From an optimization exercise on the open Yosys and OpenROAD flow, aimed at small area; shortcuts taken in it are not production practice. Where RTL was checked, it was by simulation tests only, not by an equivalence proof against the original. No functional check of the RTL was part of run 2. Power is estimated from default activity; no workload was simulated.

## flow/design.v (module list and top-level ports; edited modules follow where they fit)
// module lgn_l0: 166 lines
// module lgn_net: 804 lines
// module logicGateNet: 103 lines
module logicGateNet(
    input clk,
    input rst,
    input rx,
    output tx
);
  // ...
==> flow/flow/run.sh <==
#!/bin/bash
# Layout flow: the standard synthesis, then the combinational logic is
# re-mapped for area with ABC (flip-flops untouched; three seeds of ABC's
# deepsyn, the smallest result is kept), then the standard layout with a
# smaller clock tree (no dummy loads, clkbuf_8 only).
set -euo pipefail
W=$(pwd)
R=$W/orfs/results/$FLOW_PLATFORM/logicGateNet/base
LIB=$FLOW_HOME/platforms/$FLOW_PLATFORM/lib/sky130_fd_sc_hd__tt_025C_1v80.lib

bash standard.sh synth > $W/log_1_standard_synth.log 2>&1

# re-map combinational logic of the standard netlist
cp $R/1_2_yosys.v $W/std_1_2_yosys.v
DU=$(sed -n '/DONT_USE_CELLS/,/^$/p' $FLOW_HOME/platforms/$FLOW_PLATFORM/config.mk \
     | grep -o 'sky130_fd_sc_hd__[a-z0-9_]*' | sed 's/^/-dont_use /' | tr '\n' ' ')
for k in 0 1 2; do
  sed -e "s#@SEED@#$k#" $W/flow/area.abc > $W/area_$k.abc
  sed -e "s#@LIB@#$LIB#g" -e "s#@DU@#$DU#g" -e "s#@IN@#$W/std_1_2_yosys.v#g" \
      -e "s#@OUT@#$W/remap_$k.v#g" -e "s#@ABC@#$W/area_$k.abc#g" \
      -e "s#@STAT@#$W/remap_stat_$k.txt#g" -e "s#@TOP@#$FLOW_TOP#g" $W/flow/remap.ys > $W/remap_$k.ys
  yosys -l $W/log_2_remap_$k.log $W/remap_$k.ys > /dev/null 2>&1 &
done
wait
best=""; barea=""
for k in 0 1 2; do
  a=$(grep "Chip area for module" $W/remap_stat_$k.txt | awk '{print $NF}')
  if [[ -z "$best" ]] || awk "BEGIN{exit !($a < $barea)}"; then best=$k; barea=$a; fi
done
echo "remap: seed $best, area $barea" > $W/remap_choice.txt
cp $W/remap_$best.v $R/1_2_yosys.v
rm -f $R/1_synth.odb $R/1_synth.sdc

export CTS_ARGS="-sink_clustering_enable -repair_clock_nets -dont_use_dummy_load -buf_list sky130_fd_sc_hd__clkbuf_8 -root_buf sky130_fd_sc_hd__clkbuf_8"
bash standard.sh > $W/log_3_standard_layout.log 2>&1
==> flow/flow/area.abc <==
strash
&get -n
&deepsyn -T 240 -S @SEED@
&put
dch -f
amap
topo
==> flow/flow/remap.ys <==
read_liberty -ignore_miss_func @LIB@
blackbox sky130_fd_sc_hd__*df* sky130_fd_sc_hd__*dl* sky130_fd_sc_hd__conb_1
read_verilog @IN@
hierarchy -top @TOP@
tee -o @STAT@.in stat -liberty @LIB@
flatten
opt_clean -purge
abc -script @ABC@ -liberty @LIB@ @DU@
opt_clean -purge
hilomap -singleton -hicell sky130_fd_sc_hd__conb_1 HI -locell sky130_fd_sc_hd__conb_1 LO
insbuf -buf sky130_fd_sc_hd__buf_4 A X
splitnets
opt_clean -purge
hierarchy -top @TOP@
tee -o @STAT@ stat -liberty @LIB@
write_verilog -noattr -nohex -nodec @OUT@
==> flow/standard.sh <==
#!/bin/bash
# synth_recipe.tcl (not shown) runs the flow's synth.tcl, then flattens the netlist and writes it again
# the make line also repeats each setting of config.mk as NAME=value (left out here)
make -C /OpenROAD-flow-scripts/flow DESIGN_CONFIG=/design/flow/config.mk WORK_HOME=/design/flow/orfs CLKGATE_MAP_FILE= SYNTH_SCRIPT=/design/flow/synth_recipe.tcl "${@:-finish}"
==> flow/config.mk <==
export PLATFORM = sky130hd
export DESIGN_NAME = logicGateNet
export DESIGN_NICKNAME = logicGateNet
export VERILOG_FILES = /design/flow/design.v
export SDC_FILE = /design/flow/constraint.sdc
export NUM_CORES = 4
export LEC_CHECK = 0
export CAP_MARGIN = 20
export CORE_MARGIN = 2
export CORE_UTILIZATION = 40
export GPL_TIMING_DRIVEN = 0
export SLEW_MARGIN = 20
==> flow/constraint.sdc <==
create_clock -name core_clock -period 20.0 [get_ports {clk}]
set_input_delay 4.0000 -clock core_clock [delete_from_list [all_inputs] [get_ports {clk}]]
set_output_delay 4.0000 -clock core_clock [all_outputs]
set_load 0.01 [all_outputs]
==> run_results.csv, run 1 <==
group,metric,value,unit
die,die-area,19700,um^2
setup_path,worstPathRequired,20.37,ns
timing,fin_crit_sh,46.4,%
setup_path,worstReg2RegStart,"n[6]$_SDFF_PP0_",
clock_tree,cts_resized,0,
detailed_routing,wl_met2,12.8,mm
final_layout,multi_input_area,3540,um^2
timing,post-route-min-period,9.27,ns
setup_path,path_common_cell,"nor2_1",
global_route,met3_usage,9.03,%
final_layout,n_antenna_cell,0,
die,start_util,41.1,%
setup_path,arrival,9.65,ns
timing,finalHoldViolCount,0,
detailed_routing,met1_length,14.5,mm
setup_path,worstPathMaxFanout,26,
final_layout,drive_gt1_share,2.76,%
final_layout,buffers,5,
global_route,grt_busiest_layer,"met1",
final_layout,regMostFlops,"ring",
global_route,grt_util_met1,49.2,%
detailed_routing,drt-initial-drc-count,1371,
final_layout,sh_seq_area,44.2,%
power_and_ir_drop,p_sw_share,30.1,%
clock_tree,htreeDepth,4,
global_route,grt_pass1_wl,47.6,mm
setup_path,worstReg2RegEnd,"s[4]$_SDFF_PP0_",
clock_tree,clk_pin_slew,0.09,ns
hold_path,whs_path_depth,0,
final_layout,final_cell_mix,"183 x nor2_1, 177 x dfxtp_1, 100 x clkinv_1",
hold_path,hold_end,"ring[21]$_DFF_P_",
detailed_routing,topRoutingLayerUsed,"met5",
die,core_area,18100,um^2
timing,fin_hold_ws,0.341,ns
setup_path,cp-startpoint,"n[6]$_SDFF_PP0_",
clock_tree,cts_buffers,17,
status,status,"finished clean",
place,numPortBuffers,3,
die,dieWidth,140,um
final_layout,mostFrequentLayoutCell,"nor2_1",
timing,setup_viol,0,
die,die_h,140,um
final_layout,biggestCellCategory,"sequential cells",
die,nWellTaps,229,
timing,setup_tns,0,ns
==> module lgn_l0, before the edit <==
module lgn_l0(input [8:0] m, input x, input o, output reg adv, output reg v);
  always @(*) begin
    adv = 1'b0;
    if (!m[0]) begin
      v = x;
      case (m)
        9'd316: begin v = ~(o | x); end
        9'd350: begin v = ~(o | x); end
        default: ;
      endcase
    end else begin
      v = o | x;
      case (m)
        9'd3: begin adv = 1'b1; v = o | x; end
        9'd9: begin adv = 1'b1; v = o | x; end
        9'd11: begin adv = 1'b1; v = o | x; end
        9'd13: begin adv = 1'b1; v = o | x; end
        9'd15: begin adv = 1'b1; v = o; end
        9'd19: begin adv = 1'b1; v = o | x; end
        9'd21: begin adv = 1'b1; v = o | x; end
        9'd23: begin adv = 1'b1; v = o & x; end
        9'd25: begin adv = 1'b1; v = o & x; end
        9'd27: begin adv = 1'b1; v = o & x; end
        9'd29: begin adv = 1'b1; v = o | x; end
        9'd37: begin adv = 1'b1; v = o | x; end
        9'd39: begin adv = 1'b1; v = o | x; end
        9'd43: begin adv = 1'b1; v = x; end
        9'd45: begin adv = 1'b1; v = o | x; end
        9'd47: begin adv = 1'b1; v = o & x; end
        9'd49: begin adv = 1'b1; v = o | x; end
        9'd51: begin adv = 1'b1; v = o; end
        9'd53: begin adv = 1'b1; v = o; end
        9'd55: begin adv = 1'b1; v = o | x; end
        9'd57: begin adv = 1'b1; v = o | x; end
        9'd61: begin adv = 1'b1; v = o | x; end
        9'd63: begin adv = 1'b1; v = o | x; end
        9'd69: begin adv = 1'b1; v = x; end
        9'd71: begin adv = 1'b1; v = o | x; end
        9'd73: begin adv = 1'b1; v = o | x; end
        9'd75: begin adv = 1'b1; v = o | x; end
        9'd77: begin adv = 1'b1; v = o | x; end
        9'd81: begin adv = 1'b1; v = x; end
        9'd85: begin adv = 1'b1; v = ~o & x; end
        9'd87: begin adv = 1'b1; v = o | x; end
        9'd89: begin adv = 1'b1; v = o; end
        9'd91: begin adv = 1'b1; v = o; end
        9'd93: begin adv = 1'b1; v = o | x; end
        9'd95: begin adv = 1'b1; v = ~o & x; end
        9'd97: begin adv = 1'b1; v = o | x; end
        9'd99: begin adv = 1'b1; v = o | x; end
        9'd101: begin adv = 1'b1; v = o | x; end
        9'd103: begin adv = 1'b1; v = o | x; end
        9'd105: begin adv = 1'b1; v = o | x; end
        9'd107: begin adv = 1'b1; v = ~o & x; end
        9'd111: begin adv = 1'b1; v = o | x; end
        9'd113: begin adv = 1'b1; v = o | x; end
        9'd115: begin adv = 1'b1; v = o | x; end
        9'd117: begin adv = 1'b1; v = o | x; end
        9'd119: begin adv = 1'b1; v = o | x; end
        9'd121: begin adv = 1'b1; v = o; end
        9'd123: begin adv = 1'b1; v = o | x; end
        9'd125: begin adv = 1'b1; v = o | x; end
        9'd127: begin adv = 1'b1; v = o | x; end
        9'd129: begin adv = 1'b1; v = o | x; end
        9'd131: begin adv = 1'b1; v = o | x; end
        9'd135: begin adv = 1'b1; v = x; end
        9'd137: begin adv = 1'b1; v = o | x; end
        9'd143: begin adv = 1'b1; v = o | x; end
        9'd145: begin adv = 1'b1; v = o | x; end
        9'd147: begin adv = 1'b1; v = o | x; end
        9'd151: begin adv = 1'b1; v = o | x; end
        9'd153: begin adv = 1'b1; v = o | x; end
        9'd155: begin adv = 1'b1; v = o | x; end
        9'd157: begin adv = 1'b1; v = o | x; end
        9'd159: begin adv = 1'b1; v = o | x; end
        9'd161: begin adv = 1'b1; v = x; end
        9'd163: begin adv = 1'b1; v = x; end
        9'd165: begin adv = 1'b1; v = o | x; end
        9'd167: begin adv = 1'b1; v = o | x; end
        9'd169: begin adv = 1'b1; v = o | x; end
        9'd171: begin adv = 1'b1; v = o; end
        9'd175: begin adv = 1'b1; v = x; end
        9'd177: begin adv = 1'b1; v = o | x; end
        9'd179: begin adv = 1'b1; v = o | x; end
        9'd181: begin adv = 1'b1; v = x; end
        9'd183: begin adv = 1'b1; v = o | x; end
        9'd185: begin adv = 1'b1; v = x; end
        9'd191: begin adv = 1'b1; v = o | x; end
        9'd193: begin adv = 1'b1; v = x; end
        9'd195: begin adv = 1'b1; v = o | x; end
        9'd197: begin adv = 1'b1; v = o | x; end
        9'd199: begin adv = 1'b1; v = x; end
        9'd205: begin adv = 1'b1; v = o | x; end
        9'd207: begin adv = 1'b1; v = o | x; end
        9'd209: begin adv = 1'b1; v = o | x; end
        9'd211: begin adv = 1'b1; v = o | x; end
        9'd213: begin adv = 1'b1; v = o | x; end
        9'd215: begin adv = 1'b1; v = o; end
        9'd217: begin adv = 1'b1; v = o | x; end
        9'd225: begin adv = 1'b1; v = o; end
        9'd227: begin adv = 1'b1; v = o | x; end
        9'd229: begin adv = 1'b1; v = o; end
        9'd231: begin adv = 1'b1; v = o | x; end
        9'd235: begin adv = 1'b1; v = o | x; end
        9'd237: begin adv = 1'b1; v = o | x; end
        9'd239: begin adv = 1'b1; v = o | x; end
        9'd241: begin adv = 1'b1; v = o | x; end
        9'd243: begin adv = 1'b1; v = o | x; end
        9'd247: begin adv = 1'b1; v = o | x; end
        9'd251: begin adv = 1'b1; v = x; end
        9'd253: begin adv = 1'b1; v = o; end
        9'd255: begin adv = 1'b1; v = o | x; end
        9'd257: begin adv = 1'b1; v = o | x; end
        9'd259: begin adv = 1'b1; v = o; end
        9'd261: begin adv = 1'b1; v = o & ~x; end
        9'd263: begin adv = 1'b1; v = o | x; end
        9'd265: begin adv = 1'b1; v = x; end
        9'd269: begin adv = 1'b1; v = o | x; end
        9'd271: begin adv = 1'b1; v = o | x; end
        9'd277: begin adv = 1'b1; v = o | x; end
        9'd279: begin adv = 1'b1; v = o; end
        9'd281: begin adv = 1'b1; v = x; end
        9'd283: begin adv = 1'b1; v = o | x; end
        9'd285: begin adv = 1'b1; v = o | x; end
        9'd287: begin adv = 1'b1; v = o ^ x; end
        9'd289: begin adv = 1'b1; v = o | x; end
        9'd291: begin adv = 1'b1; v = o | x; end
        9'd297: begin adv = 1'b1; v = o | x; end
        9'd303: begin adv = 1'b1; v = o; end
        9'd307: begin adv = 1'b1; v = o | x; end
        9'd309: begin adv = 1'b1; v = x; end
        9'd311: begin adv = 1'b1; v = x; end
        9'd313: begin adv = 1'b1; v = o & ~x; end
        9'd315: begin v = o ^ x; end
        9'd317: begin adv = 1'b1; v = o; end
        9'd323: begin adv = 1'b1; v = o | x; end
        9'd325: begin adv = 1'b1; v = o | x; end
        9'd327: begin adv = 1'b1; v = o | x; end
        9'd331: begin adv = 1'b1; v = o | x; end
        9'd337: begin adv = 1'b1; v = o | x; end
        9'd339: begin adv = 1'b1; v = x; end
        9'd341: begin adv = 1'b1; v = x; end
        9'd345: begin adv = 1'b1; v = o; end
        9'd349: begin v = x; end
        9'd351: begin adv = 1'b1; v = ~o | x; end
        9'd355: begin adv = 1'b1; v = o & x; end
        9'd357: begin adv = 1'b1; v = o | x; end
        9'd359: begin adv = 1'b1; v = o | x; end
        9'd363: begin adv = 1'b1; v = o & x; end
        9'd365: begin adv = 1'b1; v = o | x; end
        9'd367: begin adv = 1'b1; v = o | x; end
        9'd369: begin adv = 1'b1; v = o | x; end
        9'd371: begin adv = 1'b1; v = x; end
        9'd373: begin adv = 1'b1; v = x; end
        9'd375: begin adv = 1'b1; v = o | x; end
        9'd377: begin adv = 1'b1; v = ~o & x; end
        9'd385: begin adv = 1'b1; v = ~o & x; end
        9'd391: begin adv = 1'b1; v = x; end
        9'd393: begin adv = 1'b1; v = o ^ x; end
        9'd395: begin adv = 1'b1; v = ~o & x; end
        9'd399: begin adv = 1'b1; v = o & ~x; end
        default: ;
      endcase
    end
  end
endmodule
==> module logicGateNet, before the edit <==
module logicGateNet(
    input clk,
    input rst,
    input rx,
    output tx
);
    localparam NR = 2, RL = 73;
    reg [NR*RL-1:0] ring;
    reg [6:0] ph;        
    reg [2:0] E;         
    reg [8:0] n;         
    reg [7:0] s;         
    reg [1:0] st;        
    reg txm;             
    reg txq;
    localparam S_IDLE = 2'd0, S_START = 2'd1, S_DATA = 2'd2, S_STOP = 2'd3;
    assign tx = txq;
    wire [4:0] cnt = s[4:0];
    wire [NR-1:0] rout;
    genvar g;
    generate for (g = 0; g < NR; g = g + 1) begin : ro
        assign rout[g] = ring[g*RL + RL-1];
    end endgenerate
    wire l0_adv, l0_v;
    lgn_l0 l0 (.m(n), .x(rx), .o(rout[s[0]]), .adv(l0_adv), .v(l0_v));
    wire [199:0] l3;
    lgn_net nw (.q(ring), .l3(l3));
    wire [5:0] tq = {n[6:4], n[2:0]};
    wire [3:0] cc;       
    wire [2:0] pp;
    assign cc[0] = (tq == 6'd0) | (tq == 6'd1) | (tq == 6'd2) | (tq == 6'd8) | (tq == 6'd14) | (tq == 6'd15) | (tq == 6'd20) | (tq == 6'd21) | (tq == 6'd22) | (tq == 6'd23) | (tq == 6'd26) | (tq == 6'd27) | (tq == 6'd28) | (tq == 6'd29) | (tq == 6'd30) | (tq == 6'd32) | (tq == 6'd33) | (tq == 6'd34) | (tq == 6'd35) | (tq == 6'd36) | (tq == 6'd40) | (tq == 6'd41) | (tq == 6'd42) | (tq == 6'd54) | (tq == 6'd55);
    assign cc[1] = (tq == 6'd8) | (tq == 6'd9) | (tq == 6'd10) | (tq == 6'd11) | (tq == 6'd12) | (tq == 6'd13) | (tq == 6'd20) | (tq == 6'd21) | (tq == 6'd22) | (tq == 6'd23) | (tq == 6'd24) | (tq == 6'd25) | (tq == 6'd32) | (tq == 6'd33) | (tq == 6'd34) | (tq == 6'd35) | (tq == 6'd36) | (tq == 6'd37) | (tq == 6'd38) | (tq == 6'd39) | (tq == 6'd48) | (tq == 6'd49) | (tq == 6'd50) | (tq == 6'd51) | (tq == 6'd52) | (tq == 6'd53);
    assign cc[2] = (tq == 6'd16) | (tq == 6'd17) | (tq == 6'd18) | (tq == 6'd19) | (tq == 6'd24) | (tq == 6'd25) | (tq == 6'd26) | (tq == 6'd27) | (tq == 6'd28) | (tq == 6'd29) | (tq == 6'd30) | (tq == 6'd31) | (tq == 6'd32) | (tq == 6'd33) | (tq == 6'd34) | (tq == 6'd35) | (tq == 6'd36) | (tq == 6'd37) | (tq == 6'd38) | (tq == 6'd39);
    assign cc[3] = (tq == 6'd40) | (tq == 6'd41) | (tq == 6'd42) | (tq == 6'd43) | (tq == 6'd44) | (tq == 6'd45) | (tq == 6'd46) | (tq == 6'd47) | (tq == 6'd48) | (tq == 6'd49) | (tq == 6'd50) | (tq == 6'd51) | (tq == 6'd52) | (tq == 6'd53) | (tq == 6'd54) | (tq == 6'd55);
    assign pp[0] = (tq == 6'd1) | (tq == 6'd4) | (tq == 6'd6) | (tq == 6'd10) | (tq == 6'd12) | (tq == 6'd15) | (tq == 6'd16) | (tq == 6'd18) | (tq == 6'd21) | (tq == 6'd23) | (tq == 6'd24) | (tq == 6'd27) | (tq == 6'd29) | (tq == 6'd33) | (tq == 6'd35) | (tq == 6'd38) | (tq == 6'd41) | (tq == 6'd44) | (tq == 6'd46) | (tq == 6'd55);
    assign pp[1] = (tq == 6'd0) | (tq == 6'd1) | (tq == 6'd5) | (tq == 6'd6) | (tq == 6'd11) | (tq == 6'd12) | (tq == 6'd17) | (tq == 6'd18) | (tq == 6'd22) | (tq == 6'd23) | (tq == 6'd24) | (tq == 6'd28) | (tq == 6'd29) | (tq == 6'd34) | (tq == 6'd35) | (tq == 6'd39) | (tq == 6'd40) | (tq == 6'd41) | (tq == 6'd45) | (tq == 6'd46);
    assign pp[2] = (tq == 6'd2) | (tq == 6'd7) | (tq == 6'd8) | (tq == 6'd13) | (tq == 6'd19) | (tq == 6'd25) | (tq == 6'd30) | (tq == 6'd36) | (tq == 6'd42) | (tq == 6'd47);
    wire [319:0] l3p = {120'd0, l3};
    wire [19:0] cls = l3p[20*cc +: 20];
    wire [3:0] smp = cls[4*E +: 4];
    wire ev = (ph == 7'd0);
    wire [8:0] n_inc = ((txm && n[3:0] == 4'd9) ? {n[8:4], 4'hf} : n) + 9'd1;
    wire bnd = ev && (E == 3'd5);
    wire win = st[1] && !txm && (E == 3'd0);    
    wire ins = win && (ph == s[7:1]);
    integer r;
    always @(posedge clk) begin
        for (r = 0; r < NR; r = r + 1)
            ring[r*RL +: RL] <= {ring[r*RL +: RL-1],
                (ins && s[0] == r) ? l0_v : ring[r*RL + RL-1]};
    end
    always @(posedge clk) begin
        ph <= (ph == 7'd0) ? RL-1 : ph - 7'd1;
        if (ev) E <= (E == 3'd5) ? 3'd0 : E + 3'd1;
        if (ins && l0_adv) s <= s + 8'd1;
        if (win && ev) n <= n_inc;
        if (txm) begin
            if (bnd) begin
                s <= 8'd0;
                n <= n_inc;
                if (n[3:0] == 4'd9) begin
                    if (n[6:4] == 3'd6) begin
                        txm <= 1'b0;
                        n <= 9'd0;
                    end else
                        txq <= 1'b0;
                end else
                    txq <= (n[3:0] == 4'd8) | cnt[pp];
            end else if (ev) begin
                s[4:0] <= cnt + {4'd0, smp[0]} + {4'd0, smp[1]} + {4'd0, smp[2]} + {4'd0, smp[3]};
            end
        end else begin
            case (st)
                S_IDLE: begin
                    E <= 3'd3;
                    if (!rx) st <= S_START;
                end
                S_START: if (bnd) begin
                    st <= rx ? S_IDLE : S_DATA;
                    E <= 3'd1;
                end
                S_DATA: if (bnd && n[2:0] == 3'd7) st <= S_STOP;
                S_STOP: if (bnd) begin
                    st <= S_IDLE;
                    if (n == 9'd400) begin
                        txm <= 1'b1;
                        txq <= 1'b0;
                        n <= 9'd0;
                        s <= 8'd0;
                    end
                end
            endcase
        end
        if (rst) begin
            ph <= 7'd0;
            n <= 9'd0;
            s <= 8'd0;
            st <= S_IDLE;
            txm <= 1'b0;
            txq <= 1'b1;
        end
    end
endmodule
==> run 2: changes to the inputs <==
--- a/flow/design.v
+++ b/flow/design.v
@@ -1,165 +1,303 @@
-module lgn_l0(input [8:0] m, input x, input o, output reg adv, output reg v);
+module lgn_l0(input [8:0] m, input x, input o, output reg st, output reg adv, output reg v);
   always @(*) begin
-    adv = 1'b0;
-    if (!m[0]) begin
-      v = x;
-      case (m)
-        9'd316: begin v = ~(o | x); end
-        9'd350: begin v = ~(o | x); end
-        default: ;
-      endcase
-    end else begin
-      v = o | x;
-      case (m)
-        9'd3: begin adv = 1'b1; v = o | x; end
-        9'd9: begin adv = 1'b1; v = o | x; end
-        9'd11: begin adv = 1'b1; v = o | x; end
-        9'd13: begin adv = 1'b1; v = o | x; end
-        9'd15: begin adv = 1'b1; v = o; end
-        9'd19: begin adv = 1'b1; v = o | x; end
-        9'd21: begin adv = 1'b1; v = o | x; end
-        9'd23: begin adv = 1'b1; v = o & x; end
-        9'd25: begin adv = 1'b1; v = o & x; end
-        9'd27: begin adv = 1'b1; v = o & x; end
-        9'd29: begin adv = 1'b1; v = o | x; end
-        9'd37: begin adv = 1'b1; v = o | x; end
-        9'd39: begin adv = 1'b1; v = o | x; end
-        9'd43: begin adv = 1'b1; v = x; end
-        9'd45: begin adv = 1'b1; v = o | x; end
-        9'd47: begin adv = 1'b1; v = o & x; end
-        9'd49: begin adv = 1'b1; v = o | x; end
-        9'd51: begin adv = 1'b1; v = o; end
-        9'd53: begin adv = 1'b1; v = o; end
-        9'd55: begin adv = 1'b1; v = o | x; end
-        9'd57: begin adv = 1'b1; v = o | x; end
-        9'd61: begin adv = 1'b1; v = o | x; end
-        9'd63: begin adv = 1'b1; v = o | x; end
-        9'd69: begin adv = 1'b1; v = x; end
-        9'd71: begin adv = 1'b1; v = o | x; end
-        9'd73: begin adv = 1'b1; v = o | x; end
-        9'd75: begin adv = 1'b1; v = o | x; end
-        9'd77: begin adv = 1'b1; v = o | x; end
-        9'd81: begin adv = 1'b1; v = x; end
-        9'd85: begin adv = 1'b1; v = ~o & x; end
-        9'd87: begin adv = 1'b1; v = o | x; end
-        9'd89: begin adv = 1'b1; v = o; end
-        9'd91: begin adv = 1'b1; v = o; end
-        9'd93: begin adv = 1'b1; v = o | x; end
-        9'd95: begin adv = 1'b1; v = ~o & x; end
-        9'd97: begin adv = 1'b1; v = o | x; end
-        9'd99: begin adv = 1'b1; v = o | x; end
-        9'd101: begin adv = 1'b1; v = o | x; end
-        9'd103: begin adv = 1'b1; v = o | x; end
-        9'd105: begin adv = 1'b1; v = o | x; end
-        9'd107: begin adv = 1'b1; v = ~o & x; end
-        9'd111: begin adv = 1'b1; v = o | x; end
-        9'd113: begin adv = 1'b1; v = o | x; end
-        9'd115: begin adv = 1'b1; v = o | x; end
-        9'd117: begin adv = 1'b1; v = o | x; end
-        9'd119: begin adv = 1'b1; v = o | x; end
-        9'd121: begin adv = 1'b1; v = o; end
-        9'd123: begin adv = 1'b1; v = o | x; end
-        9'd125: begin adv = 1'b1; v = o | x; end
-        9'd127: begin adv = 1'b1; v = o | x; end
-        9'd129: begin adv = 1'b1; v = o | x; end
-        9'd131: begin adv = 1'b1; v = o | x; end
-        9'd135: begin adv = 1'b1; v = x; end
-        9'd137: begin adv = 1'b1; v = o | x; end
-        9'd143: begin adv = 1'b1; v = o | x; end
-        9'd145: begin adv = 1'b1; v = o | x; end
-        9'd147: begin adv = 1'b1; v = o | x; end
-        9'd151: begin adv = 1'b1; v = o | x; end
-        9'd153: begin adv = 1'b1; v = o | x; end
-        9'd155: begin adv = 1'b1; v = o | x; end
-        9'd157: begin adv = 1'b1; v = o | x; end
-        9'd159: begin adv = 1'b1; v = o | x; end
-        9'd161: begin adv = 1'b1; v = x; end
-        9'd163: begin adv = 1'b1; v = x; end
-        9'd165: begin adv = 1'b1; v = o | x; end
-        9'd167: begin adv = 1'b1; v = o | x; end
-        9'd169: begin adv = 1'b1; v = o | x; end
-        9'd171: begin adv = 1'b1; v = o; end
-        9'd175: begin adv = 1'b1; v = x; end
-        9'd177: begin adv = 1'b1; v = o | x; end
-        9'd179: begin adv = 1'b1; v = o | x; end
-        9'd181: begin adv = 1'b1; v = x; end
-        9'd183: begin adv = 1'b1; v = o | x; end
-        9'd185: begin adv = 1'b1; v = x; end
-        9'd191: begin adv = 1'b1; v = o | x; end
-        9'd193: begin adv = 1'b1; v = x; end
-        9'd195: begin adv = 1'b1; v = o | x; end
-        9'd197: begin adv = 1'b1; v = o | x; end
-        9'd199: begin adv = 1'b1; v = x; end
-        9'd205: begin adv = 1'b1; v = o | x; end
-        9'd207: begin adv = 1'b1; v = o | x; end
-        9'd209: begin adv = 1'b1; v = o | x; end
-        9'd211: begin adv = 1'b1; v = o | x; end
-        9'd213: begin adv = 1'b1; v = o | x; end
-        9'd215: begin adv = 1'b1; v = o; end
-        9'd217: begin adv = 1'b1; v = o | x; end
-        9'd225: begin adv = 1'b1; v = o; end
-        9'd227: begin adv = 1'b1; v = o | x; end
-        9'd229: begin adv = 1'b1; v = o; end
-        9'd231: begin adv = 1'b1; v = o | x; end
-        9'd235: begin adv = 1'b1; v = o | x; end
-        9'd237: begin adv = 1'b1; v = o | x; end
-        9'd239: begin adv = 1'b1; v = o | x; end
-        9'd241: begin adv = 1'b1; v = o | x; end
-        9'd243: begin adv = 1'b1; v = o | x; end
-        9'd247: begin adv = 1'b1; v = o | x; end
-        9'd251: begin adv = 1'b1; v = x; end
-        9'd253: begin adv = 1'b1; v = o; end
-        9'd255: begin adv = 1'b1; v = o | x; end
-        9'd257: begin adv = 1'b1; v = o | x; end
-        9'd259: begin adv = 1'b1; v = o; end
-        9'd261: begin adv = 1'b1; v = o & ~x; end
-        9'd263: begin adv = 1'b1; v = o | x; end
-        9'd265: begin adv = 1'b1; v = x; end
-        9'd269: begin adv = 1'b1; v = o | x; end
-        9'd271: begin adv = 1'b1; v = o | x; end
-        9'd277: begin adv = 1'b1; v = o | x; end
-        9'd279: begin adv = 1'b1; v = o; end
-        9'd281: begin adv = 1'b1; v = x; end
-        9'd283: begin adv = 1'b1; v = o | x; end
-        9'd285: begin adv = 1'b1; v = o | x; end
-        9'd287: begin adv = 1'b1; v = o ^ x; end
-        9'd289: begin adv = 1'b1; v = o | x; end
-        9'd291: begin adv = 1'b1; v = o | x; end
-        9'd297: begin adv = 1'b1; v = o | x; end
-        9'd303: begin adv = 1'b1; v = o; end
-        9'd307: begin adv = 1'b1; v = o | x; end
-        9'd309: begin adv = 1'b1; v = x; end
-        9'd311: begin adv = 1'b1; v = x; end
-        9'd313: begin adv = 1'b1; v = o & ~x; end
-        9'd315: begin v = o ^ x; end
-        9'd317: begin adv = 1'b1; v = o; end
-        9'd323: begin adv = 1'b1; v = o | x; end
-        9'd325: begin adv = 1'b1; v = o | x; end
-        9'd327: begin adv = 1'b1; v = o | x; end
-        9'd331: begin adv = 1'b1; v = o | x; end
-        9'd337: begin adv = 1'b1; v = o | x; end
-        9'd339: begin adv = 1'b1; v = x; end
-        9'd341: begin adv = 1'b1; v = x; end
-        9'd345: begin adv = 1'b1; v = o; end
-        9'd349: begin v = x; end
-        9'd351: begin adv = 1'b1; v = ~o | x; end
-        9'd355: begin adv = 1'b1; v = o & x; end
-        9'd357: begin adv = 1'b1; v = o | x; end
-        9'd359: begin adv = 1'b1; v = o | x; end
-        9'd363: begin adv = 1'b1; v = o & x; end
-        9'd365: begin adv = 1'b1; v = o | x; end
-        9'd367: begin adv = 1'b1; v = o | x; end
-        9'd369: begin adv = 1'b1; v = o | x; end
-        9'd371: begin adv = 1'b1; v = x; end
-        9'd373: begin adv = 1'b1; v = x; end
-        9'd375: begin adv = 1'b1; v = o | x; end
-        9'd377: begin adv = 1'b1; v = ~o & x; end
-        9'd385: begin adv = 1'b1; v = ~o & x; end
-        9'd391: begin adv = 1'b1; v = x; end
-        9'd393: begin adv = 1'b1; v = o ^ x; end
-        9'd395: begin adv = 1'b1; v = ~o & x; end
-        9'd399: begin adv = 1'b1; v = o & ~x; end
-        default: ;
-      endcase
-    end
+    st = 1'b0; adv = 1'b0; v = x;
+    case (m)
+      9'd2: begin st = 1'b1; v = x; end
+      9'd3: begin st = 1'b1; adv = 1'b1; v = o | x; end
+      9'd8: begin st = 1'b1; v = x; end
+      9'd9: begin st = 1'b1; adv = 1'b1; v = o | x; end
+      9'd10: begin st = 1'b1; v = x; end
+      9'd11: begin st = 1'b1; adv = 1'b1; v = o | x; end
+      9'd12: begin st = 1'b1; v = x; end
+      9'd13: begin st = 1'b1; adv = 1'b1; v = o | x; end
+      9'd14: begin st = 1'b1; v = x; end
+      9'd15: begin st = 1'b1; adv = 1'b1; v = o; end
+      9'd18: begin st = 1'b1; v = x; end
+      9'd19: begin st = 1'b1; adv = 1'b1; v = o | x; end
+      9'd20: begin st = 1'b1; v = x; end
+      9'd21: begin st = 1'b1; adv = 1'b1; v = o | x; end
+      9'd22: begin st = 1'b1; v = x; end
+      9'd23: begin st = 1'b1; adv = 1'b1; v = o & x; end
+      9'd24: begin st = 1'b1; v = x; end
+      9'd25: begin st = 1'b1; adv = 1'b1; v = o & x; end
+      9'd26: begin st = 1'b1; v = x; end
+      9'd27: begin st = 1'b1; adv = 1'b1; v = o & x; end
+      9'd28: begin st = 1'b1; v = x; end
+      9'd29: begin st = 1'b1; adv = 1'b1; v = o | x; end
+      9'd36: begin st = 1'b1; v = x; end
+      9'd37: begin st = 1'b1; adv = 1'b1; v = o | x; end
+      9'd38: begin st = 1'b1; v = x; end
+      9'd39: begin st = 1'b1; adv = 1'b1; v = o | x; end
+      9'd42: begin st = 1'b1; v = x; end
+      9'd43: begin st = 1'b1; adv = 1'b1; v = x; end
+      9'd44: begin st = 1'b1; v = x; end
+      9'd45: begin st = 1'b1; adv = 1'b1; v = o | x; end
+      9'd46: begin st = 1'b1; v = x; end
+      9'd47: begin st = 1'b1; adv = 1'b1; v = o & x; end
+      9'd48: begin st = 1'b1; v = x; end
+      9'd49: begin st = 1'b1; adv = 1'b1; v = o | x; end
+      9'd50: begin st = 1'b1; v = x; end
+      9'd51: begin st = 1'b1; adv = 1'b1; v = o; end
+      9'd52: begin st = 1'b1; v = x; end
+      9'd53: begin st = 1'b1; adv = 1'b1; v = o; end
+      9'd54: begin st = 1'b1; v = x; end
+      9'd55: begin st = 1'b1; adv = 1'b1; v = o | x; end
+      9'd56: begin st = 1'b1; v = x; end
+      9'd57: begin st = 1'b1; adv = 1'b1; v = o | x; end
+      9'd60: begin st = 1'b1; v = x; end
+      9'd61: begin st = 1'b1; adv = 1'b1; v = o | x; end
+      9'd62: begin st = 1'b1; v = x; end
+      9'd63: begin st = 1'b1; adv = 1'b1; v = o | x; end
+      9'd68: begin st = 1'b1; v = x; end
+      9'd69: begin st = 1'b1; adv = 1'b1; v = x; end
+      9'd70: begin st = 1'b1; v = x; end
+      9'd71: begin st = 1'b1; adv = 1'b1; v = o | x; end
+      9'd72: begin st = 1'b1; v = x; end
+      9'd73: begin st = 1'b1; adv = 1'b1; v = o | x; end
+      9'd74: begin st = 1'b1; v = x; end
+      9'd75: begin st = 1'b1; adv = 1'b1; v = o | x; end
+      9'd76: begin st = 1'b1; v = x; end
+      9'd77: begin st = 1'b1; adv = 1'b1; v = o | x; end
+      9'd80: begin st = 1'b1; v = x; end
+      9'd81: begin st = 1'b1; adv = 1'b1; v = x; end
+      9'd84: begin st = 1'b1; v = x; end
+      9'd85: begin st = 1'b1; adv = 1'b1; v = ~o & x; end
+      9'd86: begin st = 1'b1; v = x; end
+      9'd87: begin st = 1'b1; adv = 1'b1; v = o | x; end
+      9'd88: begin st = 1'b1; v = x; end
+      9'd89: begin st = 1'b1; adv = 1'b1; v = o; end
+      9'd90: begin st = 1'b1; v = x; end
+      9'd91: begin st = 1'b1; adv = 1'b1; v = o; end
+      9'd92: begin st = 1'b1; v = x; end
+      9'd93: begin st = 1'b1; adv = 1'b1; v = o | x; end
+      9'd94: begin st = 1'b1; v = x; end
+      9'd95: begin st = 1'b1; adv = 1'b1; v = ~o & x; end
+      9'd96: begin st = 1'b1; v = x; end
+      9'd97: begin st = 1'b1; adv = 1'b1; v = o | x; end
+      9'd98: begin st = 1'b1; v = x; end
+      9'd99: begin st = 1'b1; adv = 1'b1; v = o | x; end
+      9'd100: begin st = 1'b1; v = x; end
+      9'd101: begin st = 1'b1; adv = 1'b1; v = o | x; end
+      9'd102: begin st = 1'b1; v = x; end
+      9'd103: begin st = 1'b1; adv = 1'b1; v = o | x; end
+      9'd104: begin st = 1'b1; v = x; end
+      9'd105: begin st = 1'b1; adv = 1'b1; v = o | x; end
+      9'd106: begin st = 1'b1; v = x; end
+      9'd107: begin st = 1'b1; adv = 1'b1; v = ~o & x; end
+      9'd110: begin st = 1'b1; v = x; end
+      9'd111: begin st = 1'b1; adv = 1'b1; v = o | x; end
+      9'd112: begin st = 1'b1; v = x; end
+      9'd113: begin st = 1'b1; adv = 1'b1; v = o | x; end
+      9'd114: begin st = 1'b1; v = x; end
+      9'd115: begin st = 1'b1; adv = 1'b1; v = o | x; end
+      9'd116: begin st = 1'b1; v = x; end
+      9'd117: begin st = 1'b1; adv = 1'b1; v = o | x; end
+      9'd118: begin st = 1'b1; v = x; end
+      9'd119: begin st = 1'b1; adv = 1'b1; v = o | x; end
+      9'd120: begin st = 1'b1; v = x; end
+      9'd121: begin st = 1'b1; adv = 1'b1; v = o; end
+      9'd122: begin st = 1'b1; v = x; end
+      9'd123: begin st = 1'b1; adv = 1'b1; v = o | x; end
+      9'd124: begin st = 1'b1; v = x; end
+      9'd125: begin st = 1'b1; adv = 1'b1; v = o | x; end
+      9'd126: begin st = 1'b1; v = x; end
+      9'd127: begin st = 1'b1; adv = 1'b1; v = o | x; end
+      9'd128: begin st = 1'b1; v = x; end
+      9'd129: begin st = 1'b1; adv = 1'b1; v = o | x; end
+      9'd130: begin st = 1'b1; v = x; end
+      9'd131: begin st = 1'b1; adv = 1'b1; v = o | x; end
+      9'd134: begin st = 1'b1; v = x; end
+      9'd135: begin st = 1'b1; adv = 1'b1; v = x; end
+      9'd136: begin st = 1'b1; v = x; end
+      9'd137: begin st = 1'b1; adv = 1'b1; v = o | x; end
+      9'd142: begin st = 1'b1; v = x; end
+      9'd143: begin st = 1'b1; adv = 1'b1; v = o | x; end
+      9'd144: begin st = 1'b1; v = x; end
+      9'd145: begin st = 1'b1; adv = 1'b1; v = o | x; end
+      9'd146: begin st = 1'b1; v = x; end
+      9'd147: begin st = 1'b1; adv = 1'b1; v = o | x; end
+      9'd150: begin st = 1'b1; v = x; end
+      9'd151: begin st = 1'b1; adv = 1'b1; v = o | x; end
+      9'd152: begin st = 1'b1; v = x; end
+      9'd153: begin st = 1'b1; adv = 1'b1; v = o | x; end
+      9'd154: begin st = 1'b1; v = x; end
+      9'd155: begin st = 1'b1; adv = 1'b1; v = o | x; end
+      9'd156: begin st = 1'b1; v = x; end
+      9'd157: begin st = 1'b1; adv = 1'b1; v = o | x; end
+      9'd158: begin st = 1'b1; v = x; end
+      9'd159: begin st = 1'b1; adv = 1'b1; v = o | x; end
+      9'd160: begin st = 1'b1; v = x; end
+      9'd161: begin st = 1'b1; adv = 1'b1; v = x; end
+      9'd162: begin st = 1'b1; v = x; end
+      9'd163: begin st = 1'b1; adv = 1'b1; v = x; end
+      9'd164: begin st = 1'b1; v = x; end
+      9'd165: begin st = 1'b1; adv = 1'b1; v = o | x; end
+      9'd166: begin st = 1'b1; v = x; end
+      9'd167: begin st = 1'b1; adv = 1'b1; v = o | x; end
+      9'd168: begin st = 1'b1; v = x; end
+      9'd169: begin st = 1'b1; adv = 1'b1; v = o | x; end
+      9'd170: begin st = 1'b1; v = x; end
+      9'd171: begin st = 1'b1; adv = 1'b1; v = o; end
+      9'd174: begin st = 1'b1; v = x; end
+      9'd175: begin st = 1'b1; adv = 1'b1; v = x; end
+      9'd176: begin st = 1'b1; v = x; end
+      9'd177: begin st = 1'b1; adv = 1'b1; v = o | x; end
+      9'd178: begin st = 1'b1; v = x; end
+      9'd179: begin st = 1'b1; adv = 1'b1; v = o | x; end
+      9'd180: begin st = 1'b1; v = x; end
+      9'd181: begin st = 1'b1; adv = 1'b1; v = x; end
+      9'd182: begin st = 1'b1; v = x; end
+      9'd183: begin st = 1'b1; adv = 1'b1; v = o | x; end
+      9'd184: begin st = 1'b1; v = x; end
+      9'd185: begin st = 1'b1; adv = 1'b1; v = x; end
+      9'd190: begin st = 1'b1; v = x; end
+      9'd191: begin st = 1'b1; adv = 1'b1; v = o | x; end
+      9'd192: begin st = 1'b1; v = x; end
+      9'd193: begin st = 1'b1; adv = 1'b1; v = x; end
+      9'd194: begin st = 1'b1; v = x; end
+      9'd195: begin st = 1'b1; adv = 1'b1; v = o | x; end
+      9'd196: begin st = 1'b1; v = x; end
+      9'd197: begin st = 1'b1; adv = 1'b1; v = o | x; end
+      9'd198: begin st = 1'b1; v = x; end
+      9'd199: begin st = 1'b1; adv = 1'b1; v = x; end
+      9'd204: begin st = 1'b1; v = x; end
+      9'd205: begin st = 1'b1; adv = 1'b1; v = o | x; end
+      9'd206: begin st = 1'b1; v = x; end
+      9'd207: begin st = 1'b1; adv = 1'b1; v = o | x; end
+      9'd208: begin st = 1'b1; v = x; end
+      9'd209: begin st = 1'b1; adv = 1'b1; v = o | x; end
+      9'd210: begin st = 1'b1; v = x; end
+      9'd211: begin st = 1'b1; adv = 1'b1; v = o | x; end
+      9'd212: begin st = 1'b1; v = x; end
+      9'd213: begin st = 1'b1; adv = 1'b1; v = o | x; end
+      9'd214: begin st = 1'b1; v = x; end
+      9'd215: begin st = 1'b1; adv = 1'b1; v = o; end
+      9'd216: begin st = 1'b1; v = x; end
+      9'd217: begin st = 1'b1; adv = 1'b1; v = o | x; end
+      9'd224: begin st = 1'b1; v = x; end
+      9'd225: begin st = 1'b1; adv = 1'b1; v = o; end
+      9'd226: begin st = 1'b1; v = x; end
+      9'd227: begin st = 1'b1; adv = 1'b1; v = o | x; end
+      9'd228: begin st = 1'b1; v = x; end
+      9'd229: begin st = 1'b1; adv = 1'b1; v = o; end
+      9'd230: begin st = 1'b1; v = x; end
+      9'd231: begin st = 1'b1; adv = 1'b1; v = o | x; end
+      9'd234: begin st = 1'b1; v = x; end
+      9'd235: begin st = 1'b1; adv = 1'b1; v = o | x; end
+      9'd236: begin st = 1'b1; v = x; end
+      9'd237: begin st = 1'b1; adv = 1'b1; v = o | x; end
+      9'd238: begin st = 1'b1; v = x; end
+      9'd239: begin st = 1'b1; adv = 1'b1; v = o | x; end
+      9'd240: begin st = 1'b1; v = x; end
+      9'd241: begin st = 1'b1; adv = 1'b1; v = o | x; end
+      9'd242: begin st = 1'b1; v = x; end
+      9'd243: begin st = 1'b1; adv = 1'b1; v = o | x; end
+      9'd246: begin st = 1'b1; v = x; end
+      9'd247: begin st = 1'b1; adv = 1'b1; v = o | x; end
+      9'd250: begin st = 1'b1; v = x; end
+      9'd251: begin st = 1'b1; adv = 1'b1; v = x; end
+      9'd252: begin st = 1'b1; v = x; end
+      9'd253: begin st = 1'b1; adv = 1'b1; v = o; end
+      9'd254: begin st = 1'b1; v = x; end
+      9'd255: begin st = 1'b1; adv = 1'b1; v = o | x; end
+      9'd256: begin st = 1'b1; v = x; end
+      9'd257: begin st = 1'b1; adv = 1'b1; v = o | x; end
+      9'd258: begin st = 1'b1; v = x; end
+      9'd259: begin st = 1'b1; adv = 1'b1; v = o; end
+      9'd260: begin st = 1'b1; v = x; end
+      9'd261: begin st = 1'b1; adv = 1'b1; v = o & ~x; end
+      9'd262: begin st = 1'b1; v = x; end
+      9'd263: begin st = 1'b1; adv = 1'b1; v = o | x; end
+      9'd264: begin st = 1'b1; v = x; end
+      9'd265: begin st = 1'b1; adv = 1'b1; v = x; end
+      9'd268: begin st = 1'b1; v = x; end
+      9'd269: begin st = 1'b1; adv = 1'b1; v = o | x; end
+      9'd270: begin st = 1'b1; v = x; end
+      9'd271: begin st = 1'b1; adv = 1'b1; v = o | x; end
+      9'd276: begin st = 1'b1; v = x; end
+      9'd277: begin st = 1'b1; adv = 1'b1; v = o | x; end
+      9'd278: begin st = 1'b1; v = x; end
+      9'd279: begin st = 1'b1; adv = 1'b1; v = o; end
+      9'd280: begin st = 1'b1; v = x; end
+      9'd281: begin st = 1'b1; adv = 1'b1; v = x; end
+      9'd282: begin st = 1'b1; v = x; end
+      9'd283: begin st = 1'b1; adv = 1'b1; v = o | x; end
+      9'd284: begin st = 1'b1; v = x; end
+      9'd285: begin st = 1'b1; adv = 1'b1; v = o | x; end
+      9'd286: begin st = 1'b1; v = x; end
+      9'd287: begin st = 1'b1; adv = 1'b1; v = o ^ x; end
+      9'd288: begin st = 1'b1; v = x; end
+      9'd289: begin st = 1'b1; adv = 1'b1; v = o | x; end
+      9'd290: begin st = 1'b1; v = x; end
+      9'd291: begin st = 1'b1; adv = 1'b1; v = o | x; end
+      9'd296: begin st = 1'b1; v = x; end
+      9'd297: begin st = 1'b1; adv = 1'b1; v = o | x; end
+      9'd302: begin st = 1'b1; v = x; end
+      9'd303: begin st = 1'b1; adv = 1'b1; v = o; end
+      9'd306: begin st = 1'b1; v = x; end
+      9'd307: begin st = 1'b1; adv = 1'b1; v = o | x; end
+      9'd308: begin st = 1'b1; v = x; end
+      9'd309: begin st = 1'b1; adv = 1'b1; v = x; end
+      9'd310: begin st = 1'b1; v = x; end
+      9'd311: begin st = 1'b1; adv = 1'b1; v = x; end
+      9'd312: begin st = 1'b1; v = x; end
+      9'd313: begin st = 1'b1; adv = 1'b1; v = o & ~x; end
+      9'd314: begin st = 1'b1; v = x; end
+      9'd315: begin st = 1'b1; v = o ^ x; end
+      9'd316: begin st = 1'b1; v = ~(o | x); end
+      9'd317: begin st = 1'b1; adv = 1'b1; v = o; end
+      9'd322: begin st = 1'b1; v = x; end
+      9'd323: begin st = 1'b1; adv = 1'b1; v = o | x; end
+      9'd324: begin st = 1'b1; v = x; end
+      9'd325: begin st = 1'b1; adv = 1'b1; v = o | x; end
+      9'd326: begin st = 1'b1; v = x; end
+      9'd327: begin st = 1'b1; adv = 1'b1; v = o | x; end
+      9'd330: begin st = 1'b1; v = x; end
+      9'd331: begin st = 1'b1; adv = 1'b1; v = o | x; end
+      9'd336: begin st = 1'b1; v = x; end
+      9'd337: begin st = 1'b1; adv = 1'b1; v = o | x; end
+      9'd338: begin st = 1'b1; v = x; end
+      9'd339: begin st = 1'b1; adv = 1'b1; v = x; end
+      9'd340: begin st = 1'b1; v = x; end
+      9'd341: begin st = 1'b1; adv = 1'b1; v = x; end
+      9'd344: begin st = 1'b1; v = x; end
+      9'd345: begin st = 1'b1; adv = 1'b1; v = o; end
+      9'd348: begin st = 1'b1; v = x; end
+      9'd349: begin st = 1'b1; v = x; end
+      9'd350: begin st = 1'b1; v = ~(o | x); end
+      9'd351: begin st = 1'b1; adv = 1'b1; v = ~o | x; end
+      9'd354: begin st = 1'b1; v = x; end
+      9'd355: begin st = 1'b1; adv = 1'b1; v = o & x; end
+      9'd356: begin st = 1'b1; v = x; end
+      9'd357: begin st = 1'b1; adv = 1'b1; v = o | x; end
+      9'd358: begin st = 1'b1; v = x; end
+      9'd359: begin st = 1'b1; adv = 1'b1; v = o | x; end
+      9'd362: begin st = 1'b1; v = x; end
+      9'd363: begin st = 1'b1; adv = 1'b1; v = o & x; end
+      9'd364: begin st = 1'b1; v = x; end
+      9'd365: begin st = 1'b1; adv = 1'b1; v = o | x; end
+      9'd366: begin st = 1'b1; v = x; end
+      9'd367: begin st = 1'b1; adv = 1'b1; v = o | x; end
+      9'd368: begin st = 1'b1; v = x; end
+      9'd369: begin st = 1'b1; adv = 1'b1; v = o | x; end
+      9'd370: begin st = 1'b1; v = x; end
+      9'd371: begin st = 1'b1; adv = 1'b1; v = x; end
+      9'd372: begin st = 1'b1; v = x; end
+      9'd373: begin st = 1'b1; adv = 1'b1; v = x; end
+      9'd374: begin st = 1'b1; v = x; end
+      9'd375: begin st = 1'b1; adv = 1'b1; v = o | x; end
+      9'd376: begin st = 1'b1; v = x; end
+      9'd377: begin st = 1'b1; adv = 1'b1; v = ~o & x; end
+      9'd384: begin st = 1'b1; v = x; end
+      9'd385: begin st = 1'b1; adv = 1'b1; v = ~o & x; end
+      9'd390: begin st = 1'b1; v = x; end
+      9'd391: begin st = 1'b1; adv = 1'b1; v = x; end
+      9'd392: begin st = 1'b1; v = x; end
+      9'd393: begin st = 1'b1; adv = 1'b1; v = o ^ x; end
+      9'd394: begin st = 1'b1; v = x; end
+      9'd395: begin st = 1'b1; adv = 1'b1; v = ~o & x; end
+      9'd398: begin st = 1'b1; v = x; end
+      9'd399: begin st = 1'b1; adv = 1'b1; v = o & ~x; end
+      default: ;
+    endcase
   end
@@ -993,4 +1131,5 @@
     end endgenerate
-    wire l0_adv, l0_v;
-    lgn_l0 l0 (.m(n), .x(rx), .o(rout[s[0]]), .adv(l0_adv), .v(l0_v));
+    wire l0_st, l0_adv, l0_v;
+    lgn_l0 l0 (.m(n), .x(rx), .o(rout[s[0]]),
+               .st(l0_st), .adv(l0_adv), .v(l0_v));
     wire [199:0] l3;
@@ -998,8 +1137,9 @@
     wire [5:0] tq = {n[6:4], n[2:0]};
-    wire [3:0] cc;       
+    wire [3:0] cc;
     wire [2:0] pp;
+    wire vv;
     assign cc[0] = (tq == 6'd0) | (tq == 6'd1) | (tq == 6'd2) | (tq == 6'd8) | (tq == 6'd14) | (tq == 6'd15) | (tq == 6'd20) | (tq == 6'd21) | (tq == 6'd22) | (tq == 6'd23) | (tq == 6'd26) | (tq == 6'd27) | (tq == 6'd28) | (tq == 6'd29) | (tq == 6'd30) | (tq == 6'd32) | (tq == 6'd33) | (tq == 6'd34) | (tq == 6'd35) | (tq == 6'd36) | (tq == 6'd40) | (tq == 6'd41) | (tq == 6'd42) | (tq == 6'd54) | (tq == 6'd55);
-    assign cc[1] = (tq == 6'd8) | (tq == 6'd9) | (tq == 6'd10) | (tq == 6'd11) | (tq == 6'd12) | (tq == 6'd13) | (tq == 6'd20) | (tq == 6'd21) | (tq == 6'd22) | (tq == 6'd23) | (tq == 6'd24) | (tq == 6'd25) | (tq == 6'd32) | (tq == 6'd33) | (tq == 6'd34) | (tq == 6'd35) | (tq == 6'd36) | (tq == 6'd37) | (tq == 6'd38) | (tq == 6'd39) | (tq == 6'd48) | (tq == 6'd49) | (tq == 6'd50) | (tq == 6'd51) | (tq == 6'd52) | (tq == 6'd53);
+    assign cc[1] = (tq == 6'd8) | (tq == 6'd9) | (tq == 6'd10) | (tq == 6'd11) | (tq == 6'd12) | (tq == 6'd13) | (tq == 6'd20) | (tq == 6'd21) | (tq == 6'd22) | (tq == 6'd23) | (tq == 6'd24) | (tq == 6'd25) | (tq == 6'd32) | (tq == 6'd33) | (tq == 6'd34) | (tq == 6'd35) | (tq == 6'd36) | (tq == 6'd37) | (tq == 6'd38) | (tq == 6'd39);
     assign cc[2] = (tq == 6'd16) | (tq == 6'd17) | (tq == 6'd18) | (tq == 6'd19) | (tq == 6'd24) | (tq == 6'd25) | (tq == 6'd26) | (tq == 6'd27) | (tq == 6'd28) | (tq == 6'd29) | (tq == 6'd30) | (tq == 6'd31) | (tq == 6'd32) | (tq == 6'd33) | (tq == 6'd34) | (tq == 6'd35) | (tq == 6'd36) | (tq == 6'd37) | (tq == 6'd38) | (tq == 6'd39);
-    assign cc[3] = (tq == 6'd40) | (tq == 6'd41) | (tq == 6'd42) | (tq == 6'd43) | (tq == 6'd44) | (tq == 6'd45) | (tq == 6'd46) | (tq == 6'd47) | (tq == 6'd48) | (tq == 6'd49) | (tq == 6'd50) | (tq == 6'd51) | (tq == 6'd52) | (tq == 6'd53) | (tq == 6'd54) | (tq == 6'd55);
+    assign cc[3] = (tq == 6'd40) | (tq == 6'd41) | (tq == 6'd42) | (tq == 6'd43) | (tq == 6'd44) | (tq == 6'd45) | (tq == 6'd46) | (tq == 6'd47) | (tq == 6'd54) | (tq == 6'd55);
     assign pp[0] = (tq == 6'd1) | (tq == 6'd4) | (tq == 6'd6) | (tq == 6'd10) | (tq == 6'd12) | (tq == 6'd15) | (tq == 6'd16) | (tq == 6'd18) | (tq == 6'd21) | (tq == 6'd23) | (tq == 6'd24) | (tq == 6'd27) | (tq == 6'd29) | (tq == 6'd33) | (tq == 6'd35) | (tq == 6'd38) | (tq == 6'd41) | (tq == 6'd44) | (tq == 6'd46) | (tq == 6'd55);
@@ -1007,10 +1147,9 @@
     assign pp[2] = (tq == 6'd2) | (tq == 6'd7) | (tq == 6'd8) | (tq == 6'd13) | (tq == 6'd19) | (tq == 6'd25) | (tq == 6'd30) | (tq == 6'd36) | (tq == 6'd42) | (tq == 6'd47);
-    wire [319:0] l3p = {120'd0, l3};
-    wire [19:0] cls = l3p[20*cc +: 20];
+    assign vv = ~((tq[5:3] == 3'd6) & (tq[2:0] < 3'd6));   
+    wire [19:0] cls = l3[20*cc +: 20];
     wire [3:0] smp = cls[4*E +: 4];
     wire ev = (ph == 7'd0);
-    wire [8:0] n_inc = ((txm && n[3:0] == 4'd9) ? {n[8:4], 4'hf} : n) + 9'd1;
     wire bnd = ev && (E == 3'd5);
     wire win = st[1] && !txm && (E == 3'd0);    
-    wire ins = win && (ph == s[7:1]);
+    wire ins = win && l0_st && (ph == s[7:1]);
     integer r;
@@ -1025,3 +1164,3 @@
         if (ins && l0_adv) s <= s + 8'd1;
-        if (win && ev) n <= n_inc;
+        if (win && ev) n <= n + 9'd1;
         if (txm) begin
@@ -1029,4 +1168,5 @@
                 s <= 8'd0;
-                n <= n_inc;
                 if (n[3:0] == 4'd9) begin
+                    n[3:0] <= 4'd0;
+                    n[6:4] <= n[6:4] + 3'd1;
                     if (n[6:4] == 3'd6) begin
@@ -1036,4 +1176,6 @@
                         txq <= 1'b0;
-                end else
-                    txq <= (n[3:0] == 4'd8) | cnt[pp];
+                end else begin
+                    n[3:0] <= n[3:0] + 4'd1;
+                    txq <= (n[3:0] == 4'd8) | (vv & cnt[pp]);
+                end
             end else if (ev) begin
==> flow/flow/run.sh (replaced) <==
#!/bin/bash
# Layout flow: the standard synthesis, then the combinational logic is
# re-mapped for area with ABC (flip-flops untouched), then the standard
# layout with a smaller clock tree (no dummy loads, fewer leaf buffers).
set -euo pipefail
W=$(pwd)
R=$W/orfs/results/$FLOW_PLATFORM/logicGateNet/base
LIB=$FLOW_HOME/platforms/$FLOW_PLATFORM/lib/sky130_fd_sc_hd__tt_025C_1v80.lib

bash standard.sh synth > $W/log_1_standard_synth.log 2>&1

# re-map combinational logic of the standard netlist
cp $R/1_2_yosys.v $W/std_1_2_yosys.v
DU=$(sed -n '/DONT_USE_CELLS/,/^$/p' $FLOW_HOME/platforms/$FLOW_PLATFORM/config.mk \
     | grep -o 'sky130_fd_sc_hd__[a-z0-9_]*' | sed 's/^/-dont_use /' | tr '\n' ' ')
sed -e "s#@LIB@#$LIB#g" -e "s#@DU@#$DU#g" -e "s#@IN@#$W/std_1_2_yosys.v#g" \
    -e "s#@OUT@#$W/remap_1_2_yosys.v#g" -e "s#@ABC@#$W/flow/area.abc#g" \
    -e "s#@TOP@#$FLOW_TOP#g" $W/flow/remap.ys > $W/remap.ys
yosys -l $W/log_2_remap.log $W/remap.ys > /dev/null 2>&1
cp $W/remap_1_2_yosys.v $R/1_2_yosys.v
rm -f $R/1_synth.odb $R/1_synth.sdc

export CTS_ARGS="-sink_clustering_enable -repair_clock_nets -dont_use_dummy_load -sink_clustering_size 40 -sink_clustering_max_diameter 80 -buf_list sky130_fd_sc_hd__clkbuf_8 -root_buf sky130_fd_sc_hd__clkbuf_8"
bash standard.sh > $W/log_3_standard_layout.log 2>&1
==> flow/flow/area.abc (replaced) <==
strash
&get -n
&deepsyn -T 120
&put
dch -f
amap
topo
--- a/flow/flow/remap.ys
+++ b/flow/flow/remap.ys
@@ -4,3 +4,3 @@
 hierarchy -top @TOP@
-tee -o @STAT@.in stat -liberty @LIB@
+tee -o remap_stat_in.txt stat -liberty @LIB@
 flatten
@@ -14,3 +14,3 @@
 hierarchy -top @TOP@
-tee -o @STAT@ stat -liberty @LIB@
+tee -o remap_stat_out.txt stat -liberty @LIB@
 write_verilog -noattr -nohex -nodec @OUT@
--- a/flow/config.mk
+++ b/flow/config.mk
@@ -10,3 +10,2 @@
 export CORE_UTILIZATION = 40
-export GPL_TIMING_DRIVEN = 0
 export SLEW_MARGIN = 20
==> run_results.csv, run 2 <==
group,metric,value,unit
global_route,met3_usage,11.5,%
final_layout,largest_reg_flops,146,
die,die_h,142,um
clock_tree,postCtsSetupBuffers,0,
timing,rsz0062_at_grt,"no",
setup_path,start_kind,"flop",
power_and_ir_drop,power_density,80.8,nW/um^2
synth,synth_nets,976,
final_layout,multi_input_area,3610,um^2
timing,fin_skew,0.0445,ns
detailed_routing,num_vias,8204,
clock_tree,cts_buffers,17,
final_layout,final_cell_count_no_fill,1235,
timing,relSlewSlack,30.3,%
setup_path,crit_family,"simple AND/OR/NAND/NOR gates",
global_route,grt_pass1_wl,52.5,mm
die,core_area,18600,um^2
synth,synth_warnings,2,
final_layout,layout.nets,1006,
detailed_routing,first_pass_iters,6,
global_route,grt_max_degree,26,
place,gp_congestion,1.13,
die,design.portCount,4,
clock_tree,htreeDepth,4,
clock_tree,root_buffer,"clkbuf_8",
setup_path,cp-end-kind,"flop",
final_layout,post-route-util,44.0,%
global_route,overflow,0,
setup_path,slowest_stage,"nor2_1",
place,dpl.hpwl,29.0,mm
setup_path,cpPeakStageDelay,0.82,ns
final_layout,fillers,1959,
timing,finalHoldViolCount,0,
clock_tree,tritoncts,"done",
clock_tree,cts.path.max_buffers,2,
run,max-cap-violations,0,
timing,finalMaxSlewViolations,0,
timing,setup_tns,0,ns
place,numPortBuffers,3,
global_route,grt_busiest_layer,"met2",
setup_path,path_common_cell,"nor2_1",
timing,tightest_slew,1.03,ns
setup_path,arrival,8.66,ns
timing,setup_viol,0,
clock_tree,cts_resized,0,
power_and_ir_drop,leakagePower,2.81,nW
setup_path,worstPathRequired,20.41,ns
synth,avgSynthCellArea,7.79,um^2
global_route,met2_usage,51.7,%
global_route,grt_pass1_vias,7567,
timing,post-route-min-period,8.25,ns
final_layout,final_cell_mix,"222 x nor2_1, 177 x dfxtp_1, 115 x clkinv_1",
setup_path,path_cells,"clkinv_1 > nor2_1 > clkinv_1 > o21ai_0 > clkinv_1 > nor2_1 > clkinv_1 > nor2_1 > clkinv_1 > a2111oi_0 > nor3_1 > or4_1 > nor4_1 > o32ai_1 > nor2_1 > a21o_1 > nor2_1 > nor2_1 > nand2_1 > o21ai_0 > a21oi_1 > nor3_1 > o21ai_0 > a31oi_1",
power_and_ir_drop,fin_total_pwr,0.663,mW
setup_path,setup.worst_path.class,"reg2reg",
final_layout,final-seq-area,3540,um^2
hold_path,min_path_type,"reg2reg",
final_layout,drive_gt1_share,2.60,%
synth,postSynthCellCount,973,
clock_tree,clk_pin_slew,0.11,ns
clock_tree,ctsHoldBuffers,0,
timing,fin_crit_sh,41.2,%
timing,fmax,0.121,GHz
setup_path,worstPathMaxFanout,21,
clock_tree,cts.sink_count,177,
detailed_routing,drt-initial-drc-count,1463,
global_route,track_usage,36.8,%
timing,fin_ws,11.75,ns
power_and_ir_drop,ir_drop,0.0545,mV
die,fp-row-count,50,
final_layout,finalInstanceArea,8200,um^2
place,dp_slack,12.16,ns
detailed_routing,drtAntennaViolNets,0,
synth,synth_area,7580,um^2
place,dpl_cell_area,7970,um^2
final_layout,regMostFlops,"ring",
final_layout,mostFrequentLayoutCell,"nor2_1",
global_route,grt_util_met1,51.0,%
final_layout,n_antenna_cell,0,
clock_tree,clock_latency,0.48,ns
global_route,antenna_found_initial,2,
die,start_util,40.7,%
die,dieWidth,142,um
detailed_routing,vias_per_cell,6.64,
setup_path,crit_buf_inv,5,
timing,fin_hold_ws,0.311,ns
place,place_inst,1218,
die,die-area,20100,um^2
detailed_routing,post_drt_wl_per_cell,29.7,um
detailed_routing,drc,0,
detailed_routing,routed_wl,36.7,mm
final_layout,syn_to_final_growth,8.24,%
status,status,"finished clean",
final_layout,largestRegisters,"ring (146), n (9), s (8)",
## run 2: final timing paths
check              startpoint               end  slack [ns]  cells after the start
min reg2reg  ring[67]$_DFF_P_  ring[68]$_DFF_P_        0.31                      0
max           n[6]$_SDFF_PP0_   s[4]$_SDFF_PP0_       11.75                     24
min          ring[67]$_DFF_P_  ring[68]$_DFF_P_        0.31                      0
max reg2reg   n[6]$_SDFF_PP0_   s[4]$_SDFF_PP0_       11.75                     24
## run 2: power by group
group          leakage (nW)  internal (mW)  switching [mW]
clock                 0.122         0.0751           0.114
sequential             1.43          0.360          0.0101
combinational          1.25         0.0348          0.0688
total                  2.81          0.470           0.193
## run 2: worst reg2reg max path, cell delays in order, from the launching register on
cell       delay (ns)
dfxtp_1          0.69
clkinv_1         0.71
nor2_1           0.57
clkinv_1         0.33
o21ai_0          0.42
clkinv_1         0.23
nor2_1           0.82
clkinv_1         0.45
nor2_1           0.64
clkinv_1         0.51
a2111oi_0        0.50
nor3_1           0.13
or4_1            0.41
nor4_1           0.35
o32ai_1          0.19
nor2_1           0.15
a21o_1           0.12
nor2_1           0.06
nor2_1           0.13
nand2_1          0.09
o21ai_0          0.10
a21oi_1          0.14
nor3_1           0.21
o21ai_0          0.11
a31oi_1          0.16
## run 2: layout make-up
cell class / instances / area share [%]
Multi-Input combinational cell: 681 / 44.0
Sequential cell: 177 / 43.2
Inverter: 115 / 5.26
Tap cell: 234 / 3.57
Clock buffer: 17 / 2.85
Timing Repair Buffer: 11 / 1.10
## run 2: metal layers
layer  vias up  wire (um)
met3       162       4430
met5         -         13
li1       3517          -
met1      3844      15600
met4         2       2180
met2       679      14400

==> re-timing with driven ports <==
No port has a modelled driver above. Below, the same layouts with a new extraction and two added sets of constraints.
Step 1, drivers: a clkbuf_16 drives clk and a buf_2 each remaining input, both assumed.
Step 2 adds t to the input delays and takes it off the output delays; t is the mean of the earliest and latest rising clock arrival at the registers after step 1. Input paths then give back, and output paths get back, about the clock's delay inside the block.
Three values: ideal, step 1, step 2; two values: the first two.
run	shift t [ns]	setup slack, ns	worst hold slack (ns)	worst setup path at the end	worst register clock-pin slew, ns
run 1	0.506	10.725 / 10.725 / 10.725	0.341 / 0.341 / 0.341	register to register	0.11 / 0.11
run 2	0.503	11.752 / 11.752 / 11.752	0.311 / 0.311 / 0.311	register to register	0.11 / 0.11
After both steps setup and hold are still met in every run listed.
